Context: an optimization exercise on an open-source flow, tuned for small area and a short achievable clock period. The choices shown serve that exercise and are no tape-out recipe.
No activity file was given, so power comes from the tool's default toggle rates.

==> 12-16: inputs <==
Design mxu_pe, start of the top module:
module mxu_pe #(
    parameter Y_INDEX = 0   
) (
    input wire clk,
    input wire rst_n,
    input wire load_phase,
    input wire [7:0] load_weight_target_y,
    input wire [7:0] load_weight,
    input wire [7:0] activation,
    input wire [23:0] partial_sum,
    output reg [23:0] result,
    output reg phase_out,
    output reg [7:0] load_weight_target_y_out,
    output reg [7:0] weight_out,
    output reg [7:0] activation_out_bw
);
  reg ld1, ld2;
  reg [7:0] ty1, ty2;
  reg [7:0] lw1, lw2;
  reg [7:0] act1, act2, act3, act4;
  reg two0_1, one1_1, two1_1;   
  reg one2_2, two2_2, one3_2, two3_2;   
  reg [23:0] ps1;
  reg [23:0] mac2;
  reg mac2_t;
  reg [7:0] w_cur, w_old, w_nx1, w_nx2;
  wire hit2 = ld2 && (ty2 == Y_INDEX);
  wire [12:0] lo1;
  wire t1;
  wire [23:0] x2 = {mac2[23:13], ~mac2[12], mac2[11:0]};
  wire [23:0] sum2;
  mxu_pe_mac_lo mac_lo (
      .w(w_cur),
      .one0(act1[0]),
      .two0(two0_1),
      .neg0(act1[1]),
      .one1(one1_1),
      .two1(two1_1),
      .neg1(act1[3]),
      .ps(ps1[12:0]),
      .lo(lo1),
      .t(t1)
  );
  mxu_pe_mac_hi mac_hi (
      .w(w_old),
      .one2(one2_2),
      .two2(two2_2),
      .neg2(act2[5]),
      .one3(one3_2),
      .two3(two3_2),
      .neg3(act2[7]),
      .x(x2),
      .t(mac2_t),
      .result(sum2)
  );
  always @(posedge clk or negedge rst_n) begin
    if (!rst_n) begin
      ld1 <= 1'b0;
      ty1 <= 8'b0;
      lw1 <= 8'b0;
      ld2 <= 1'b0;
      ty2 <= 8'b0;
      lw2 <= 8'b0;
      phase_out <= 1'b0;
      load_weight_target_y_out <= 8'b0;
      weight_out <= 8'b0;
      act1 <= 8'b0;
      act2 <= 8'b0;
      act3 <= 8'b0;
      act4 <= 8'b0;
      activation_out_bw <= 8'b0;
      two0_1 <= 1'b0;
      one1_1 <= 1'b0;
      two1_1 <= 1'b0;
      one2_2 <= 1'b0;
      two2_2 <= 1'b0;
      one3_2 <= 1'b0;
      two3_2 <= 1'b0;
      ps1 <= 24'b0;
      mac2 <= 24'b0;
      mac2_t <= 1'b0;
      result <= 24'b0;
      w_cur <= 8'b0;
      w_old <= 8'b0;
      w_nx1 <= 8'b0;
      w_nx2 <= 8'b0;
    end else begin
  ...
Settings: LEC_CHECK=0, CAP_MARGIN=20, CORE_MARGIN=2, CORE_UTILIZATION=60, SETUP_SLACK_MARGIN=3.6, SLEW_MARGIN=20, SYNTH_HIERARCHICAL=1; clock period 6.2 ns.
standard.sh (not shown) runs the stock make flow with config.mk's settings and CLKGATE_MAP_FILE= SYNTH_SCRIPT=/design/flow/synth_recipe.tcl, a recipe that flattens the netlist after the stock synthesis.
==> flow/flow/run.sh <==
#!/bin/bash
# Standard ORFS layout with smaller port buffers and a clock tree without dummy loads.
set -euo pipefail
export BUFFER_PORTS_ARGS="-buffer_cell sky130_fd_sc_hd__buf_1"
export CTS_ARGS="-sink_clustering_enable -repair_clock_nets -dont_use_dummy_load -buf_list sky130_fd_sc_hd__clkbuf_8"
bash standard.sh > standard_flow.log 2>&1
==> inputs of 05-10, as changes to 12-16 <==
--- a/flow/design.v
+++ b/flow/design.v
@@ -89,22 +89,26 @@
   wire hs11 = x[11] ^ pp2[7] ^ pp3[5];
   wire hc12 = (x[11] & pp2[7]) | (x[11] & pp3[5]) | (pp2[7] & pp3[5]);
   wire hs13 = x[12] ^ ~pp2[8] ^ pp3[6];
   wire hc14 = (x[12] & ~pp2[8]) | (x[12] & pp3[6]) | (~pp2[8] & pp3[6]);
   wire hs15 = ~x[13] ^ t ^ pp3[7];
   wire hc16 = (~x[13] & t) | (~x[13] & pp3[7]) | (t & pp3[7]);
   wire hs17 = x[14] ^ ~pp3[8] ^ x[13];
   wire hc18 = (x[14] & ~pp3[8]) | (x[14] & x[13]) | (~pp3[8] & x[13]);
-  wire [19:0] ra = {~x[23], ~x[22], ~x[21], ~x[20], ~x[19], ~x[18], ~x[17], ~x[16], ~x[15], hs17, hs15, hs13, hs11, hs9, hs7, hs5, hs3, hs1, x[5], x[4]};
-  wire [19:0] rb = {x[22], x[21], x[20], x[19], x[18], x[17], x[16], x[15], hc18, hc16, hc14, hc12, hc10, hc8, hc6, hc4, hc2, pp3[0], pp2[1], pp2[0]};
-  wire [19:0] sum;
-  wire c_unused;
-  mxu_pe_add20 add (.a(ra), .b(rb), .cin(neg2), .sum(sum), .cout(c_unused));
-  assign result = {sum, x[3:0]};
+  wire [10:0] ra = {hs17, hs15, hs13, hs11, hs9, hs7, hs5, hs3, hs1, x[5], x[4]};
+  wire [10:0] rb = {hc16, hc14, hc12, hc10, hc8, hc6, hc4, hc2, pp3[0], pp2[1], pp2[0]};
+  wire [10:0] sum;
+  wire c_add;
+  mxu_pe_add11 add (.a(ra), .b(rb), .cin(neg2), .sum(sum), .cout(c_add));
+  wire c_fa = hc18;
+  wire [8:0] sel0, sel1, hi;
+  mxu_pe_hipre hipre (.xh(x[23:15]), .c(c_fa), .sel0(sel0), .sel1(sel1));
+  mxu_pe_mux9 himux (.sel0(sel0), .sel1(sel1), .s(c_add), .y(hi));
+  assign result = {hi, sum, x[3:0]};
 endmodule
 module mxu_pe_add13 (
     input wire [12:0] a,
     input wire [12:0] b,
     input wire cin,
     output wire [12:0] sum,
     output wire cout
 );
@@ -256,24 +260,24 @@
   assign sum[7] = ~(x[7] ^ g4_7);
   assign sum[8] = ~(x[8] ^ g4_8);
   assign sum[9] = ~(x[9] ^ g4_9);
   assign sum[10] = ~(x[10] ^ g4_10);
   assign sum[11] = ~(x[11] ^ g4_11);
   assign sum[12] = ~(x[12] ^ g4_12);
   assign cout = ~g4_13;
 endmodule
-module mxu_pe_add20 (
-    input wire [19:0] a,
-    input wire [19:0] b,
+module mxu_pe_add11 (
+    input wire [10:0] a,
+    input wire [10:0] b,
     input wire cin,
-    output wire [19:0] sum,
+    output wire [10:0] sum,
     output wire cout
 );
-  wire [19:0] x;
+  wire [10:0] x;
   wire gn0_1, pn0_1;
   mxu_pe_pg0 u_pg0 (.a(a[0]), .b(b[0]), .gn(gn0_1), .pn(pn0_1));
   mxu_pe_hx u_x0 (.a(a[0]), .b(b[0]), .x(x[0]));
   wire gn0_2, pn0_2;
   mxu_pe_pg0 u_pg1 (.a(a[1]), .b(b[1]), .gn(gn0_2), .pn(pn0_2));
   mxu_pe_hx u_x1 (.a(a[1]), .b(b[1]), .x(x[1]));
   wire gn0_3, pn0_3;
   mxu_pe_pg0 u_pg2 (.a(a[2]), .b(b[2]), .gn(gn0_3), .pn(pn0_3));
@@ -297,43 +301,16 @@
   mxu_pe_pg0 u_pg8 (.a(a[8]), .b(b[8]), .gn(gn0_9), .pn(pn0_9));
   mxu_pe_hx u_x8 (.a(a[8]), .b(b[8]), .x(x[8]));
   wire gn0_10, pn0_10;
   mxu_pe_pg0 u_pg9 (.a(a[9]), .b(b[9]), .gn(gn0_10), .pn(pn0_10));
   mxu_pe_hx u_x9 (.a(a[9]), .b(b[9]), .x(x[9]));
   wire gn0_11, pn0_11;
   mxu_pe_pg0 u_pg10 (.a(a[10]), .b(b[10]), .gn(gn0_11), .pn(pn0_11));
   mxu_pe_hx u_x10 (.a(a[10]), .b(b[10]), .x(x[10]));
-  wire gn0_12, pn0_12;
-  mxu_pe_pg0 u_pg11 (.a(a[11]), .b(b[11]), .gn(gn0_12), .pn(pn0_12));
-  mxu_pe_hx u_x11 (.a(a[11]), .b(b[11]), .x(x[11]));
-  wire gn0_13, pn0_13;
-  mxu_pe_pg0 u_pg12 (.a(a[12]), .b(b[12]), .gn(gn0_13), .pn(pn0_13));
-  mxu_pe_hx u_x12 (.a(a[12]), .b(b[12]), .x(x[12]));
-  wire gn0_14, pn0_14;
-  mxu_pe_pg0 u_pg13 (.a(a[13]), .b(b[13]), .gn(gn0_14), .pn(pn0_14));
-  mxu_pe_hx u_x13 (.a(a[13]), .b(b[13]), .x(x[13]));
-  wire gn0_15, pn0_15;
-  mxu_pe_pg0 u_pg14 (.a(a[14]), .b(b[14]), .gn(gn0_15), .pn(pn0_15));
-  mxu_pe_hx u_x14 (.a(a[14]), .b(b[14]), .x(x[14]));
-  wire gn0_16, pn0_16;
-  mxu_pe_pg0 u_pg15 (.a(a[15]), .b(b[15]), .gn(gn0_16), .pn(pn0_16));
-  mxu_pe_hx u_x15 (.a(a[15]), .b(b[15]), .x(x[15]));
-  wire gn0_17, pn0_17;
-  mxu_pe_pg0 u_pg16 (.a(a[16]), .b(b[16]), .gn(gn0_17), .pn(pn0_17));
-  mxu_pe_hx u_x16 (.a(a[16]), .b(b[16]), .x(x[16]));
-  wire gn0_18, pn0_18;
-  mxu_pe_pg0 u_pg17 (.a(a[17]), .b(b[17]), .gn(gn0_18), .pn(pn0_18));
-  mxu_pe_hx u_x17 (.a(a[17]), .b(b[17]), .x(x[17]));
-  wire gn0_19, pn0_19;
-  mxu_pe_pg0 u_pg18 (.a(a[18]), .b(b[18]), .gn(gn0_19), .pn(pn0_19));
-  mxu_pe_hx u_x18 (.a(a[18]), .b(b[18]), .x(x[18]));
-  wire gn0_20, pn0_20;
-  mxu_pe_pg0 u_pg19 (.a(a[19]), .b(b[19]), .gn(gn0_20), .pn(pn0_20));
-  mxu_pe_hx u_x19 (.a(a[19]), .b(b[19]), .x(x[19]));
   wire cinn = ~cin;
   wire g1_0 = ~cinn;
   wire g1_1;
   mxu_pe_gi u_n1_1 (.gnh(gn0_1), .pnh(pn0_1), .gnl(cinn), .g(g1_1));
   wire g1_2 = ~gn0_2;
   wire p1_2 = ~pn0_2;
   wire g1_3, p1_3;
   mxu_pe_gpi u_n1_3 (.gnh(gn0_3), .pnh(pn0_3), .gnl(gn0_2), .pnl(pn0_2), .g(g1_3), .p(p1_3));
@@ -348,34 +325,16 @@
   wire g1_8 = ~gn0_8;
   wire p1_8 = ~pn0_8;
   wire g1_9, p1_9;
   mxu_pe_gpi u_n1_9 (.gnh(gn0_9), .pnh(pn0_9), .gnl(gn0_8), .pnl(pn0_8), .g(g1_9), .p(p1_9));
   wire g1_10 = ~gn0_10;
   wire p1_10 = ~pn0_10;
   wire g1_11, p1_11;
   mxu_pe_gpi u_n1_11 (.gnh(gn0_11), .pnh(pn0_11), .gnl(gn0_10), .pnl(pn0_10), .g(g1_11), .p(p1_11));
-  wire g1_12 = ~gn0_12;
-  wire p1_12 = ~pn0_12;
-  wire g1_13, p1_13;
-  mxu_pe_gpi u_n1_13 (.gnh(gn0_13), .pnh(pn0_13), .gnl(gn0_12), .pnl(pn0_12), .g(g1_13), .p(p1_13));
-  wire g1_14 = ~gn0_14;
-  wire p1_14 = ~pn0_14;
-  wire g1_15, p1_15;
-  mxu_pe_gpi u_n1_15 (.gnh(gn0_15), .pnh(pn0_15), .gnl(gn0_14), .pnl(pn0_14), .g(g1_15), .p(p1_15));
-  wire g1_16 = ~gn0_16;
-  wire p1_16 = ~pn0_16;
-  wire g1_17, p1_17;
-  mxu_pe_gpi u_n1_17 (.gnh(gn0_17), .pnh(pn0_17), .gnl(gn0_16), .pnl(pn0_16), .g(g1_17), .p(p1_17));
-  wire g1_18 = ~gn0_18;
-  wire p1_18 = ~pn0_18;
-  wire g1_19, p1_19;
-  mxu_pe_gpi u_n1_19 (.gnh(gn0_19), .pnh(pn0_19), .gnl(gn0_18), .pnl(pn0_18), .g(g1_19), .p(p1_19));
-  wire g1_20 = ~gn0_20;
-  wire p1_20 = ~pn0_20;
   wire g2_0 = ~g1_0;
   wire g2_1 = ~g1_1;
   wire g2_2;
   mxu_pe_gt u_n2_2 (.gh(g1_2), .ph(p1_2), .gl(g1_1), .gn(g2_2));
   wire g2_3;
   mxu_pe_gt u_n2_3 (.gh(g1_3), .ph(p1_3), .gl(g1_1), .gn(g2_3));
   wire g2_4 = ~g1_4;
   wire p2_4 = ~p1_4;
@@ -388,34 +347,16 @@
   wire g2_8 = ~g1_8;
   wire p2_8 = ~p1_8;
   wire g2_9 = ~g1_9;
   wire p2_9 = ~p1_9;
   wire g2_10, p2_10;
   mxu_pe_gpt u_n2_10 (.gh(g1_10), .ph(p1_10), .gl(g1_9), .pl(p1_9), .gn(g2_10), .pn(p2_10));
   wire g2_11, p2_11;
   mxu_pe_gpt u_n2_11 (.gh(g1_11), .ph(p1_11), .gl(g1_9), .pl(p1_9), .gn(g2_11), .pn(p2_11));
-  wire g2_12 = ~g1_12;
-  wire p2_12 = ~p1_12;
-  wire g2_13 = ~g1_13;
-  wire p2_13 = ~p1_13;
-  wire g2_14, p2_14;
-  mxu_pe_gpt u_n2_14 (.gh(g1_14), .ph(p1_14), .gl(g1_13), .pl(p1_13), .gn(g2_14), .pn(p2_14));
-  wire g2_15, p2_15;
-  mxu_pe_gpt u_n2_15 (.gh(g1_15), .ph(p1_15), .gl(g1_13), .pl(p1_13), .gn(g2_15), .pn(p2_15));
-  wire g2_16 = ~g1_16;
-  wire p2_16 = ~p1_16;
-  wire g2_17 = ~g1_17;
-  wire p2_17 = ~p1_17;
-  wire g2_18, p2_18;
-  mxu_pe_gpt u_n2_18 (.gh(g1_18), .ph(p1_18), .gl(g1_17), .pl(p1_17), .gn(g2_18), .pn(p2_18));
-  wire g2_19, p2_19;
-  mxu_pe_gpt u_n2_19 (.gh(g1_19), .ph(p1_19), .gl(g1_17), .pl(p1_17), .gn(g2_19), .pn(p2_19));
-  wire g2_20 = ~g1_20;
-  wire p2_20 = ~p1_20;
   wire g3_0 = ~g2_0;
   wire g3_1 = ~g2_1;
   wire g3_2 = ~g2_2;
   wire g3_3 = ~g2_3;
   wire g3_4;
   mxu_pe_gi u_n3_4 (.gnh(g2_4), .pnh(p2_4), .gnl(g2_3), .g(g3_4));
   wire g3_5;
   mxu_pe_gi u_n3_5 (.gnh(g2_5), .pnh(p2_5), .gnl(g2_3), .g(g3_5));
@@ -426,134 +367,60 @@
   wire g3_8 = ~g2_8;
   wire p3_8 = ~p2_8;
   wire g3_9 = ~g2_9;
   wire p3_9 = ~p2_9;
   wire g3_10 = ~g2_10;
   wire p3_10 = ~p2_10;
   wire g3_11 = ~g2_11;
   wire p3_11 = ~p2_11;
-  wire g3_12, p3_12;
-  mxu_pe_gpi u_n3_12 (.gnh(g2_12), .pnh(p2_12), .gnl(g2_11), .pnl(p2_11), .g(g3_12), .p(p3_12));
-  wire g3_13, p3_13;
-  mxu_pe_gpi u_n3_13 (.gnh(g2_13), .pnh(p2_13), .gnl(g2_11), .pnl(p2_11), .g(g3_13), .p(p3_13));
-  wire g3_14, p3_14;
-  mxu_pe_gpi u_n3_14 (.gnh(g2_14), .pnh(p2_14), .gnl(g2_11), .pnl(p2_11), .g(g3_14), .p(p3_14));
-  wire g3_15, p3_15;
-  mxu_pe_gpi u_n3_15 (.gnh(g2_15), .pnh(p2_15), .gnl(g2_11), .pnl(p2_11), .g(g3_15), .p(p3_15));
-  wire g3_16 = ~g2_16;
-  wire p3_16 = ~p2_16;
-  wire g3_17 = ~g2_17;
-  wire p3_17 = ~p2_17;
-  wire g3_18 = ~g2_18;
-  wire p3_18 = ~p2_18;
-  wire g3_19 = ~g2_19;
-  wire p3_19 = ~p2_19;
-  wire g3_20, p3_20;
-  mxu_pe_gpi u_n3_20 (.gnh(g2_20), .pnh(p2_20), .gnl(g2_19), .pnl(p2_19), .g(g3_20), .p(p3_20));
   wire g4_0 = ~g3_0;
   wire g4_1 = ~g3_1;
   wire g4_2 = ~g3_2;
   wire g4_3 = ~g3_3;
   wire g4_4 = ~g3_4;
   wire g4_5 = ~g3_5;
   wire g4_6 = ~g3_6;
   wire g4_7 = ~g3_7;
   wire g4_8;
   mxu_pe_gt u_n4_8 (.gh(g3_8), .ph(p3_8), .gl(g3_7), .gn(g4_8));
   wire g4_9;
   mxu_pe_gt u_n4_9 (.gh(g3_9), .ph(p3_9), .gl(g3_7), .gn(g4_9));
   wire g4_10;
   mxu_pe_gt u_n4_10 (.gh(g3_10), .ph(p3_10), .gl(g3_7), .gn(g4_10));
   wire g4_11;
   mxu_pe_gt u_n4_11 (.gh(g3_11), .ph(p3_11), .gl(g3_7), .gn(g4_11));
-  wire g4_12;
-  mxu_pe_gt u_n4_12 (.gh(g3_12), .ph(p3_12), .gl(g3_7), .gn(g4_12));
-  wire g4_13;
-  mxu_pe_gt u_n4_13 (.gh(g3_13), .ph(p3_13), .gl(g3_7), .gn(g4_13));
-  wire g4_14;
-  mxu_pe_gt u_n4_14 (.gh(g3_14), .ph(p3_14), .gl(g3_7), .gn(g4_14));
-  wire g4_15;
-  mxu_pe_gt u_n4_15 (.gh(g3_15), .ph(p3_15), .gl(g3_7), .gn(g4_15));
-  wire g4_16 = ~g3_16;
-  wire p4_16 = ~p3_16;
-  wire g4_17 = ~g3_17;
-  wire p4_17 = ~p3_17;
-  wire g4_18 = ~g3_18;
-  wire p4_18 = ~p3_18;
-  wire g4_19 = ~g3_19;
-  wire p4_19 = ~p3_19;
-  wire g4_20 = ~g3_20;
-  wire p4_20 = ~p3_20;
-  wire g5_0 = ~g4_0;
-  wire g5_1 = ~g4_1;
-  wire g5_2 = ~g4_2;
-  wire g5_3 = ~g4_3;
-  wire g5_4 = ~g4_4;
-  wire g5_5 = ~g4_5;
-  wire g5_6 = ~g4_6;
-  wire g5_7 = ~g4_7;
-  wire g5_8 = ~g4_8;
-  wire g5_9 = ~g4_9;
-  wire g5_10 = ~g4_10;
-  wire g5_11 = ~g4_11;
-  wire g5_12 = ~g4_12;
-  wire g5_13 = ~g4_13;
-  wire g5_14 = ~g4_14;
-  wire g5_15 = ~g4_15;
-  wire g5_16;
-  mxu_pe_gi u_n5_16 (.gnh(g4_16), .pnh(p4_16), .gnl(g4_15), .g(g5_16));
-  wire g5_17;
-  mxu_pe_gi u_n5_17 (.gnh(g4_17), .pnh(p4_17), .gnl(g4_15), .g(g5_17));
-  wire g5_18;
-  mxu_pe_gi u_n5_18 (.gnh(g4_18), .pnh(p4_18), .gnl(g4_15), .g(g5_18));
-  wire g5_19;
-  mxu_pe_gi u_n5_19 (.gnh(g4_19), .pnh(p4_19), .gnl(g4_15), .g(g5_19));
-  wire g5_20;
-  mxu_pe_gi u_n5_20 (.gnh(g4_20), .pnh(p4_20), .gnl(g4_15), .g(g5_20));
-  assign sum[0] = x[0] ^ g5_0;
-  assign sum[1] = x[1] ^ g5_1;
-  assign sum[2] = x[2] ^ g5_2;
-  assign sum[3] = x[3] ^ g5_3;
-  assign sum[4] = x[4] ^ g5_4;
-  assign sum[5] = x[5] ^ g5_5;
-  assign sum[6] = x[6] ^ g5_6;
-  assign sum[7] = x[7] ^ g5_7;
-  assign sum[8] = x[8] ^ g5_8;
-  assign sum[9] = x[9] ^ g5_9;
-  assign sum[10] = x[10] ^ g5_10;
-  assign sum[11] = x[11] ^ g5_11;
-  assign sum[12] = x[12] ^ g5_12;
-  assign sum[13] = x[13] ^ g5_13;
-  assign sum[14] = x[14] ^ g5_14;
-  assign sum[15] = x[15] ^ g5_15;
-  assign sum[16] = x[16] ^ g5_16;
-  assign sum[17] = x[17] ^ g5_17;
-  assign sum[18] = x[18] ^ g5_18;
-  assign sum[19] = x[19] ^ g5_19;
-  assign cout = g5_20;
+  assign sum[0] = ~(x[0] ^ g4_0);
+  assign sum[1] = ~(x[1] ^ g4_1);
+  assign sum[2] = ~(x[2] ^ g4_2);
+  assign sum[3] = ~(x[3] ^ g4_3);
+  assign sum[4] = ~(x[4] ^ g4_4);
+  assign sum[5] = ~(x[5] ^ g4_5);
+  assign sum[6] = ~(x[6] ^ g4_6);
+  assign sum[7] = ~(x[7] ^ g4_7);
+  assign sum[8] = ~(x[8] ^ g4_8);
+  assign sum[9] = ~(x[9] ^ g4_9);
+  assign sum[10] = ~(x[10] ^ g4_10);
+  assign cout = ~g4_11;
 endmodule
 module mxu_pe_hipre (input wire [8:0] xh, input wire c, output wire [8:0] sel0,
                      output wire [8:0] sel1);
   wire [8:0] xh_m1 = xh - 9'd1;
   wire [8:0] xh_p1 = xh + 9'd1;
   assign sel0 = c ? xh : xh_m1;
   assign sel1 = c ? xh_p1 : xh;
 endmodule
 module mxu_pe_mux9 (input wire [8:0] sel0, input wire [8:0] sel1, input wire s,
                     output wire [8:0] y);
   assign y = s ? sel1 : sel0;
 endmodule
 module mxu_pe_pg0 (input wire a, input wire b, output wire gn, output wire pn);
   assign gn = ~(a & b);
   assign pn = ~(a | b);
 endmodule
-module mxu_pe_maj (input wire a, input wire b, input wire c, output wire y);
-  assign y = (a & b) | (a & c) | (b & c);
-endmodule
 module mxu_pe_hx (input wire a, input wire b, output wire x);
   assign x = a ^ b;
 endmodule
 module mxu_pe_gpt (input wire gh, input wire ph, input wire gl, input wire pl,
                    output wire gn, output wire pn);
   assign gn = ~(gh | (ph & gl));
   assign pn = ~(ph & pl);
 endmodule
- SETUP_SLACK_MARGIN: 3.6 -> 4.0
==> summary of the runs <==
Against 05-10, the final area of 12-16 is lower by 3.9%.
Of 12-16 and 05-10, 05-10 has the higher routed wire length (gap about 5%, measured against 05-10).
In flip-flop and latch count, 05-10 and 12-16 do not differ.
Between 12-16 and 05-10, the lower clock power is in 12-16 (gap about 3.5%, measured against 05-10).
First-iteration DRC count: 05-10 is larger than 12-16 (0.47%).
In sequential power, 05-10 and 12-16 hardly differ.
No run of this note included a check of the RTL's function; only the layout flow was run.

-- afterwards: timing with drivers on the ports --
No port has a modelled driver above. Below, the same layouts with a new extraction and two added sets of constraints. Step 1 (the two cells are an assumption about what drives the block):
set clk [get_ports {clk}]
set_driving_cell -lib_cell sky130_fd_sc_hd__clkbuf_16 $clk
set_driving_cell -lib_cell sky130_fd_sc_hd__buf_2 [delete_from_list [all_inputs] $clk]
Step 2, shift: input delay + t, output delay - t, t = (earliest + latest rising clock arrival at the registers) / 2. This alone moves slack from input paths to output paths. a / b / c = no drivers / after step 1 / after step 2; a / b = the first two.
run | t (ns) | slack for setup (ns) | worst hold slack (ns) | latest minus earliest clock arrival (ns) | worst data-port slew with drivers (ns)
12-16 | 0.553 | 3.615 / 3.615 / 3.615 | 0.328 / 0.328 / 0.328 | 0.039 / 0.039 | 0.04
05-10 | 0.572 | 3.448 / 3.448 / 3.448 | 0.323 / 0.323 / 0.323 | 0.032 / 0.032 | 0.04
After both steps setup and hold are still met in every run listed.
